This is an optimization exercise on Yosys and OpenROAD, whose aim is small area, a short achievable clock period and few clock cycles, not a production implementation.
Where RTL was checked, it was by simulation tests only, not by an equivalence proof against the original.

==> flow/design.v (excerpt) <==
module triangle (clk, reset, nt, xi, yi, busy, po, xo, yo);
Settings: LEC_CHECK=0, ABC_AREA=1, CAP_MARGIN=20, CORE_MARGIN=2, CORE_UTILIZATION=65, SETUP_SLACK_MARGIN=3.4, SLEW_MARGIN=20; clock period 6.0 ns.
standard.sh (not shown) runs the stock make flow with config.mk's settings and CLKGATE_MAP_FILE= SYNTH_SCRIPT=/design/flow/synth_recipe.tcl, a recipe that flattens the netlist after the stock synthesis.
==> flow/flow/run.sh <==
#!/bin/bash
# The standard layout (standard.sh), with one synthesis change: no adder cell
# mapping (ADDER_MAP_FILE empty), so yosys leaves adders and comparators as
# plain gates for abc to optimise. Registers are mapped exactly as standard.
set -euo pipefail
bash standard.sh ADDER_MAP_FILE= finish > standard_flow.log 2>&1
The first run finished clean.
Change:
==> flow/flow/run.sh (replaced) <==
#!/bin/bash
# The standard layout (standard.sh) with two synthesis changes, neither of
# which touches a register:
#  1. no adder cell mapping (ADDER_MAP_FILE empty);
#  2. after the standard synthesis, the combinational cells are mapped again by
#     abc with an area script (flow/resynth.tcl); every flip-flop instance is
#     kept as it is, with its name and cell type.
set -euo pipefail
B=$PWD/orfs/results/sky130hd/triangle/base
bash standard.sh ADDER_MAP_FILE= $B/1_2_yosys.v > standard_synth.log 2>&1
cp $B/1_2_yosys.v yosys_standard.v
DONT_USE="$(grep -o -- '-dont_use [^ ]*' orfs/logs/sky130hd/triangle/base/1_2_yosys.log | sort -u | tr '\n' ' ')" \
  IN=$PWD/yosys_standard.v OUT=$PWD/yosys_resynth.v \
  yosys -c flow/resynth.tcl > resynth.log 2>&1
cp yosys_resynth.v $B/1_2_yosys.v
touch $B/1_2_yosys.v
bash standard.sh ADDER_MAP_FILE= finish > standard_flow.log 2>&1
==> flow/flow/resynth.tcl (new file) <==
# Map the combinational logic of the synthesized netlist again with abc.
# Flip-flops are black boxes here, so they keep their instance names and cells.
set lib $::env(FLOW_HOME)/platforms/sky130hd/lib/sky130_fd_sc_hd__tt_025C_1v80.lib
yosys read_liberty -ignore_miss_func $lib
yosys read_verilog $::env(IN)
yosys hierarchy -top triangle
foreach c [list dfrtp_1 dfxtp_1 edfxtp_1 dfstp_2 dfrtp_2 dfxtp_2 dfxtp_4 dfrtp_4 dfstp_1 dfstp_4 dfsbp_1 dfrbp_1 dfxbp_1 edfxbp_1] {
  yosys setattr -mod -set blackbox 1 sky130_fd_sc_hd__$c
}
yosys flatten
yosys opt_clean -purge
yosys delete t:\$scopeinfo
yosys abc -liberty $lib {*}$::env(DONT_USE) -script "+strash;&get -n;&deepsyn -T 30;&put;dch -f;map -B 0.9;topo;stime -c;buffer -c;upsize -c;dnsize -c" -D 2300
yosys opt_clean -purge
yosys stat -liberty $lib
yosys hierarchy -top triangle
yosys write_verilog -noattr -nohex -nodec $::env(OUT)
SETUP_SLACK_MARGIN = 3.7   (was 3.4)
Non-clock buffer count rises by 8.
Fmax went up by about a fifth.
Core utilization went up by 6.3 points.
Hold slack gains 0.016 ns.
Cell count drops by about a fifth.
Worst setup slack is better by 0.32 ns.
Change:
==> flow/flow/run.sh (replaced) <==
#!/bin/bash
# The standard layout (standard.sh), with one synthesis change: no adder cell
# mapping (ADDER_MAP_FILE empty), so yosys leaves adders and comparators as
# plain gates for abc to optimise. Registers are mapped exactly as standard.
set -euo pipefail
bash standard.sh ADDER_MAP_FILE= finish > standard_flow.log 2>&1
removed: flow/flow/resynth.tcl
Worst setup slack loses 0.029 ns. Cell area increases by 15%. Wire length climbs by about 37%. Fmax shrinks by about 1.3%. Die area is higher by about 16%. Area after synthesis went up by 17%.
No functional check of the RTL was part of any run of this note.

* * *

Another version of the RTL of triangle (not shown whole).
For scale: ~640 cells after synthesis, ~17 I/O pins, ~0.0045 mm2 of cells after synthesis.
Settings: LEC_CHECK=0, ABC_AREA=1, CAP_MARGIN=20, CORE_MARGIN=2, CORE_UTILIZATION=40, SETUP_SLACK_MARGIN=2.2, SLEW_MARGIN=20; clock period 6.0 ns.
run.sh (not shown) runs the stock make flow with config.mk's settings and CLKGATE_MAP_FILE= SYNTH_SCRIPT=/design/flow/synth_recipe.tcl, a recipe that flattens the netlist after the stock synthesis.
Stock flow here: none of the scripts above is used.
Testbench counts at the start, summed over its fixed seeds: cycles 5,273.
==> next run, changes <==
--- a/flow/config.mk
+++ b/flow/config.mk
@@ -11,3 +11,2 @@
 export CORE_UTILIZATION = 40
-export SETUP_SLACK_MARGIN = 2.2
 export SLEW_MARGIN = 20
The new run ran to the end with no violations.
Fmax drops by 15%.
Count of clock-buffer cells in the layout stays the same.
Design area decreases by 4.9%.
Worst setup slack gets worse by 0.67 ns.

* * *

lane 1:
Another version of the RTL of triangle (not shown whole).
For scale: ~43 flip-flops, about 17 I/O pins, roughly 0.0042 mm^2 of cells after synthesis.
==> flow/config.mk <==
export PLATFORM = sky130hd
export DESIGN_NAME = triangle
export DESIGN_NICKNAME = triangle
export VERILOG_FILES = /design/flow/design.v
export SDC_FILE = /design/flow/constraint.sdc
export NUM_CORES = 4
export LEC_CHECK = 0
export ABC_AREA = 1
export CAP_MARGIN = 20
export CORE_MARGIN = 2
export CORE_UTILIZATION = 80
export SETUP_SLACK_MARGIN = 3.4
export SLEW_MARGIN = 20
==> flow/constraint.sdc <==
create_clock -name core_clock -period 6.0 [get_ports {clk}]
set_input_delay 1.2000 -clock core_clock [delete_from_list [all_inputs] [get_ports {clk}]]
set_output_delay 1.2000 -clock core_clock [all_outputs]
set_load 0.01 [all_outputs]
standard.sh (not shown) runs the stock make flow with config.mk's settings and CLKGATE_MAP_FILE= SYNTH_SCRIPT=/design/flow/synth_recipe.tcl, a recipe that flattens the netlist after the stock synthesis.
==> flow/flow/run.sh <==
#!/bin/bash
# The standard layout (standard.sh), with one synthesis change: no adder cell
# mapping (ADDER_MAP_FILE empty), so yosys leaves adders and comparators as
# plain gates for abc to optimise. Registers are mapped exactly as standard.
set -euo pipefail
bash standard.sh ADDER_MAP_FILE= finish > standard_flow.log 2>&1
The log for lane 1 ends in global placement with error GPL-0301, so the run never completed.
Testbench counts of lane 1, summed over its fixed seeds: cycles 5,273.
Setup changes, lane 1 to lane 2
- a change of CORE_UTILIZATION from 80 to 65
- a change of SETUP_SLACK_MARGIN from 3.4 to 3.9
==> flow/flow/run.sh <==
#!/bin/bash
# The standard layout (standard.sh) with two synthesis changes, neither of
# which touches a register:
#  1. no adder cell mapping (ADDER_MAP_FILE empty);
#  2. after the standard synthesis, the combinational cells are mapped again by
#     abc with an area script (flow/resynth.tcl); every flip-flop instance is
#     kept as it is, with its name and cell type.
set -euo pipefail
B=$PWD/orfs/results/sky130hd/triangle/base
bash standard.sh ADDER_MAP_FILE= $B/1_2_yosys.v > standard_synth.log 2>&1
cp $B/1_2_yosys.v yosys_standard.v
DONT_USE="$(grep -o -- '-dont_use [^ ]*' orfs/logs/sky130hd/triangle/base/1_2_yosys.log | sort -u | tr '\n' ' ')" \
  IN=$PWD/yosys_standard.v OUT=$PWD/yosys_resynth.v \
  yosys -c flow/resynth.tcl > resynth.log 2>&1
cp yosys_resynth.v $B/1_2_yosys.v
touch $B/1_2_yosys.v
bash standard.sh ADDER_MAP_FILE= finish > standard_flow.log 2>&1
==> flow/flow/resynth.tcl (new file) <==
# Map the combinational logic of the synthesized netlist again with abc.
# Flip-flops are black boxes here, so they keep their instance names and cells.
set lib $::env(FLOW_HOME)/platforms/sky130hd/lib/sky130_fd_sc_hd__tt_025C_1v80.lib
yosys read_liberty -ignore_miss_func $lib
yosys read_verilog $::env(IN)
yosys hierarchy -top triangle
foreach c [list dfrtp_1 dfxtp_1 edfxtp_1 dfstp_2 dfrtp_2 dfxtp_2 dfxtp_4 dfrtp_4 dfstp_1 dfstp_4 dfsbp_1 dfrbp_1 dfxbp_1 edfxbp_1] {
  yosys setattr -mod -set blackbox 1 sky130_fd_sc_hd__$c
}
yosys flatten
yosys opt_clean -purge
yosys delete t:\$scopeinfo
yosys abc -liberty $lib {*}$::env(DONT_USE) -script "+strash;&get -n;&deepsyn -T 30;&put;dch -f;map -B 0.9;topo;stime -c;buffer -c;upsize -c;dnsize -c" -D 2300
yosys opt_clean -purge
yosys stat -liberty $lib
yosys hierarchy -top triangle
yosys write_verilog -noattr -nohex -nodec $::env(OUT)
Results
Lane 2 finished every stage and its layout cleared the timing, design-rule and antenna checks. Sort lane 1 and lane 2 by height of the die asc -> top: lane 2. Per the comparison of lane 2 with lane 1, mean cell area of the mapped netlist higher; total nets after synthesis lower; number of standard cells after synthesis lower; die outline width lower.

* * *

Setup of job 101:
triangle again, from the RTL that the note above started with.
// triangle
module triangle (clk, reset, nt, xi, yi, busy, po, xo, yo);
   input clk, reset, nt;
   input [2:0] xi, yi;
   output reg busy, po;
   output reg [2:0] xo, yo;
reg [1:0] ld;            
reg [2:0] X2, Y2;
reg [2:0] YM;            
reg [2:0] W;             
reg       rt;            
reg [2:0] xe;            
reg [2:0] svl, svh;      
reg       fresh;         
reg [2:0] n, dou, din;
reg       up;
function [2:0] fdiv;
   input [2:0] w, n, d;
   begin
      case ({w, n, d})
      9'd1: fdiv = 3'd0;
      9'd2: fdiv = 3'd0;
      9'd3: fdiv = 3'd0;
      9'd4: fdiv = 3'd0;
      9'd5: fdiv = 3'd0;
      9'd6: fdiv = 3'd0;
      9'd7: fdiv = 3'd0;
      9'd9: fdiv = 3'd0;
      9'd10: fdiv = 3'd0;
      9'd11: fdiv = 3'd0;
      9'd12: fdiv = 3'd0;
      9'd13: fdiv = 3'd0;
      9'd14: fdiv = 3'd0;
      9'd15: fdiv = 3'd0;
      9'd18: fdiv = 3'd0;
      9'd19: fdiv = 3'd0;
      9'd20: fdiv = 3'd0;
      9'd21: fdiv = 3'd0;
      9'd22: fdiv = 3'd0;
      9'd23: fdiv = 3'd0;
  ...
clock: 6.0 ns
lec_check: 0
abc_area: 1
cap_margin: 20
core_margin: 2
core_utilization: 65
setup_slack_margin: 3.7
slew_margin: 20
==> flow/flow/run.sh <==
#!/bin/bash
# The standard layout (standard.sh) with two synthesis changes, neither of
# which touches a register:
#  1. no adder cell mapping (ADDER_MAP_FILE empty);
#  2. after the standard synthesis, the combinational cells are mapped again by
#     abc with an area script (flow/resynth.tcl); every flip-flop instance is
#     kept as it is, with its name and cell type.
set -euo pipefail
B=$PWD/orfs/results/sky130hd/triangle/base
bash standard.sh ADDER_MAP_FILE= $B/1_2_yosys.v > standard_synth.log 2>&1
cp $B/1_2_yosys.v yosys_standard.v
DONT_USE="$(grep -o -- '-dont_use [^ ]*' orfs/logs/sky130hd/triangle/base/1_2_yosys.log | sort -u | tr '\n' ' ')" \
  IN=$PWD/yosys_standard.v OUT=$PWD/yosys_resynth.v \
  yosys -c flow/resynth.tcl > resynth.log 2>&1
cp yosys_resynth.v $B/1_2_yosys.v
touch $B/1_2_yosys.v
bash standard.sh ADDER_MAP_FILE= finish > standard_flow.log 2>&1
==> flow/flow/resynth.tcl <==
# Map the combinational logic of the synthesized netlist again with abc.
# Flip-flops are black boxes here, so they keep their instance names and cells.
set lib $::env(FLOW_HOME)/platforms/sky130hd/lib/sky130_fd_sc_hd__tt_025C_1v80.lib
yosys read_liberty -ignore_miss_func $lib
yosys read_verilog $::env(IN)
yosys hierarchy -top triangle
foreach c [list dfrtp_1 dfxtp_1 edfxtp_1 dfstp_2 dfrtp_2 dfxtp_2 dfxtp_4 dfrtp_4 dfstp_1 dfstp_4 dfsbp_1 dfrbp_1 dfxbp_1 edfxbp_1] {
  yosys setattr -mod -set blackbox 1 sky130_fd_sc_hd__$c
}
yosys flatten
yosys opt_clean -purge
yosys delete t:\$scopeinfo
yosys abc -liberty $lib {*}$::env(DONT_USE) -script "+strash;dch -f;map -a;topo;stime -c;buffer -c;upsize -c;dnsize -c" -D 2300
yosys opt_clean -purge
yosys stat -liberty $lib
yosys hierarchy -top triangle
yosys write_verilog -noattr -nohex -nodec $::env(OUT)
Testbench counts of job 101, summed over its fixed seeds: cycles 5,273.
## Diff of input files: job 102 against job 101
Settings: a change of SLEW_MARGIN from 20 to 0; a change of CAP_MARGIN from 20 to 0.
==> flow/flow/run.sh <==
#!/bin/bash
# The standard layout (standard.sh), with one synthesis change: no adder cell
# mapping (ADDER_MAP_FILE empty), so yosys leaves adders and comparators as
# plain gates for abc to optimise. Registers are mapped exactly as standard.
set -euo pipefail
bash standard.sh ADDER_MAP_FILE= finish > standard_flow.log 2>&1
removed: flow/flow/resynth.tcl
Results
- Looking at timing startpoint of the critical path, the xi[1] result is from job 101; the yi[2] one comes from job 102.
- From job 101 to job 102 the numbers moved as follows: via count grew by 165; multi-input combinational cell area up 170 um2.
[inputs] job 103 vs job 102
Settings: a change of SETUP_SLACK_MARGIN from 3.7 to 3.6; a change of SLEW_MARGIN from 0 to 20; a change of CAP_MARGIN from 0 to 20.
==> flow/flow/run.sh <==
#!/bin/bash
# The standard layout (standard.sh) with two synthesis changes, neither of
# which touches a register:
#  1. no adder cell mapping (ADDER_MAP_FILE empty);
#  2. after the standard synthesis, the combinational cells are mapped again by
#     abc with an area script (flow/resynth.tcl); every flip-flop instance is
#     kept as it is, with its name and cell type.
set -euo pipefail
B=$PWD/orfs/results/sky130hd/triangle/base
bash standard.sh ADDER_MAP_FILE= $B/1_2_yosys.v > standard_synth.log 2>&1
cp $B/1_2_yosys.v yosys_standard.v
DONT_USE="$(grep -o -- '-dont_use [^ ]*' orfs/logs/sky130hd/triangle/base/1_2_yosys.log | sort -u | tr '\n' ' ')" \
  IN=$PWD/yosys_standard.v OUT=$PWD/yosys_resynth.v \
  yosys -c flow/resynth.tcl > resynth.log 2>&1
cp yosys_resynth.v $B/1_2_yosys.v
touch $B/1_2_yosys.v
bash standard.sh ADDER_MAP_FILE= finish > standard_flow.log 2>&1
==> flow/flow/resynth.tcl (new file) <==
# Map the combinational logic of the synthesized netlist again with abc.
# Flip-flops are black boxes here, so they keep their instance names and cells.
set lib $::env(FLOW_HOME)/platforms/sky130hd/lib/sky130_fd_sc_hd__tt_025C_1v80.lib
yosys read_liberty -ignore_miss_func $lib
yosys read_verilog $::env(IN)
yosys hierarchy -top triangle
foreach c [list dfrtp_1 dfxtp_1 edfxtp_1 dfstp_2 dfrtp_2 dfxtp_2 dfxtp_4 dfrtp_4 dfstp_1 dfstp_4 dfsbp_1 dfrbp_1 dfxbp_1 edfxbp_1] {
  yosys setattr -mod -set blackbox 1 sky130_fd_sc_hd__$c
}
yosys flatten
yosys opt_clean -purge
yosys delete t:\$scopeinfo
yosys abc -liberty $lib {*}$::env(DONT_USE) -script "+strash;&get -n;&deepsyn -T 30;&put;dch -f;map -B 0.9;topo;stime -c;buffer -c;upsize -c;dnsize -c" -D 2300
yosys opt_clean -purge
yosys stat -liberty $lib
yosys hierarchy -top triangle
yosys write_verilog -noattr -nohex -nodec $::env(OUT)
==> comparison <==
- Maximum frequency delta for job 103 relative to job 102: 3.4% lower
- Between job 102 and job 103, number of buffers inserted by post-CTS setup repair is higher for job 103, job 102 comes in under that.
- For job 103, the launch point of the critical path was yi[0], unlike job 102, where it was yi[2].
- Compared with job 102, final cell count in job 103 decreased by more than 10%.
- The sequential share of layout area in job 103 sits 5.2 points above the value recorded for job 102.
- The higher post-synthesis cell area of job 102 and job 103 is in job 102.
- Job 103 has global routing usage on met2 below what job 102 had.
- In job 103 the layout overhead on the synthesized area turned out 4.5 points higher than in job 102.
- Higher proportion of final cell area spent on non-clock buffers among job 102 and job 103: job 103
- Job 103 vs job 102: sum of met3 wire segment lengths after detailed routing down in job 103
- Against job 102, job 103 comes in 1122 lower on via total after detailed routing.
> inputs changed (job 103 -> job 104)
Settings: SETUP_SLACK_MARGIN: 3.6 -> 4.0.
==> flow/flow/run.sh <==
#!/bin/bash
# The standard layout (standard.sh), with one synthesis change: no adder cell
# mapping (ADDER_MAP_FILE empty), so yosys leaves adders and comparators as
# plain gates for abc to optimise. Registers are mapped exactly as standard.
set -euo pipefail
bash standard.sh ADDER_MAP_FILE= finish > standard_flow.log 2>&1
removed: flow/flow/resynth.tcl
[summary]
- Job 104 | stages: all done | timing, DRC, antenna: all pass
- Re critical path depth: job 103 was lower than job 104.
- Job 104 vs. job 103: setup slack at placement went down by 0.14 ns; die area went up by 23%; cell count after synthesis went up by about 40%; cell count went up by 214.
- Smallest setup slack after layout: job 104 better than job 103
- Delta (job 104 minus job 103): core utilization saw an increase; post-route clock period utilization saw a decrease; routed metal-1 wire length saw an increase.
- Count of clock-buffer cells in the layout delta for job 104 relative to job 103: 1 lower

==> afterwards: timing with drivers on the ports <==
In the flow no input, the clock included, has a driving cell. The finished layouts below were timed again as built, in two steps.
Step 1 sets driving cells, clkbuf_16 on the clock port and buf_2 on the other inputs (assumed; they add their load-dependent delay and slew).
Step 2 also shifts input and output timing later by t, the mid clock arrival at the registers, as if the neighbouring blocks saw the same clock.
Slacks: ideal ports / drivers / drivers and shift; pairs: ideal ports / drivers.
| run | t, ns | slack for setup (ns) | clock arrival spread, ns | cell pins on the clock port's net |
|---|---|---|---|---|
| the first run of note 1 | 0.334 | 3.442 / 3.411 / 3.124 | 0.010 / 0.010 | 1 |
| the second run of note 1 | 0.326 | 3.764 / 3.741 / 3.429 | 0.008 / 0.007 | 1 |
| the third run of note 1 | 0.343 | 3.735 / 3.702 / 3.404 | 0.012 / 0.012 | 1 |
| the first run of note 2 | 0.314 | 2.330 / 2.330 / 2.160 | 0.010 / 0.010 | 1 |
| the second run of note 2 | 0.314 | 1.662 / 1.662 / 1.662 | 0.010 / 0.010 | 1 |
| lane 2 | 0.333 | 3.657 / 3.657 / 3.372 | 0.012 / 0.012 | 1 |
| job 101 | 0.337 | 3.649 / 3.640 / 3.303 | 0.010 / 0.010 | 1 |
| job 102 | 0.334 | 3.687 / 3.683 / 3.349 | 0.006 / 0.006 | 1 |
| job 103 | 0.323 | 3.606 / 3.616 / 3.293 | 0.008 / 0.008 | 1 |
| job 104 | 0.348 | 3.719 / 3.722 / 3.374 | 0.013 / 0.013 | 1 |
After both steps every run listed still meets setup and hold. The setup slack of job 101, which loses most, moves by -0.009 ns with the drivers and by -0.346 ns with both steps.
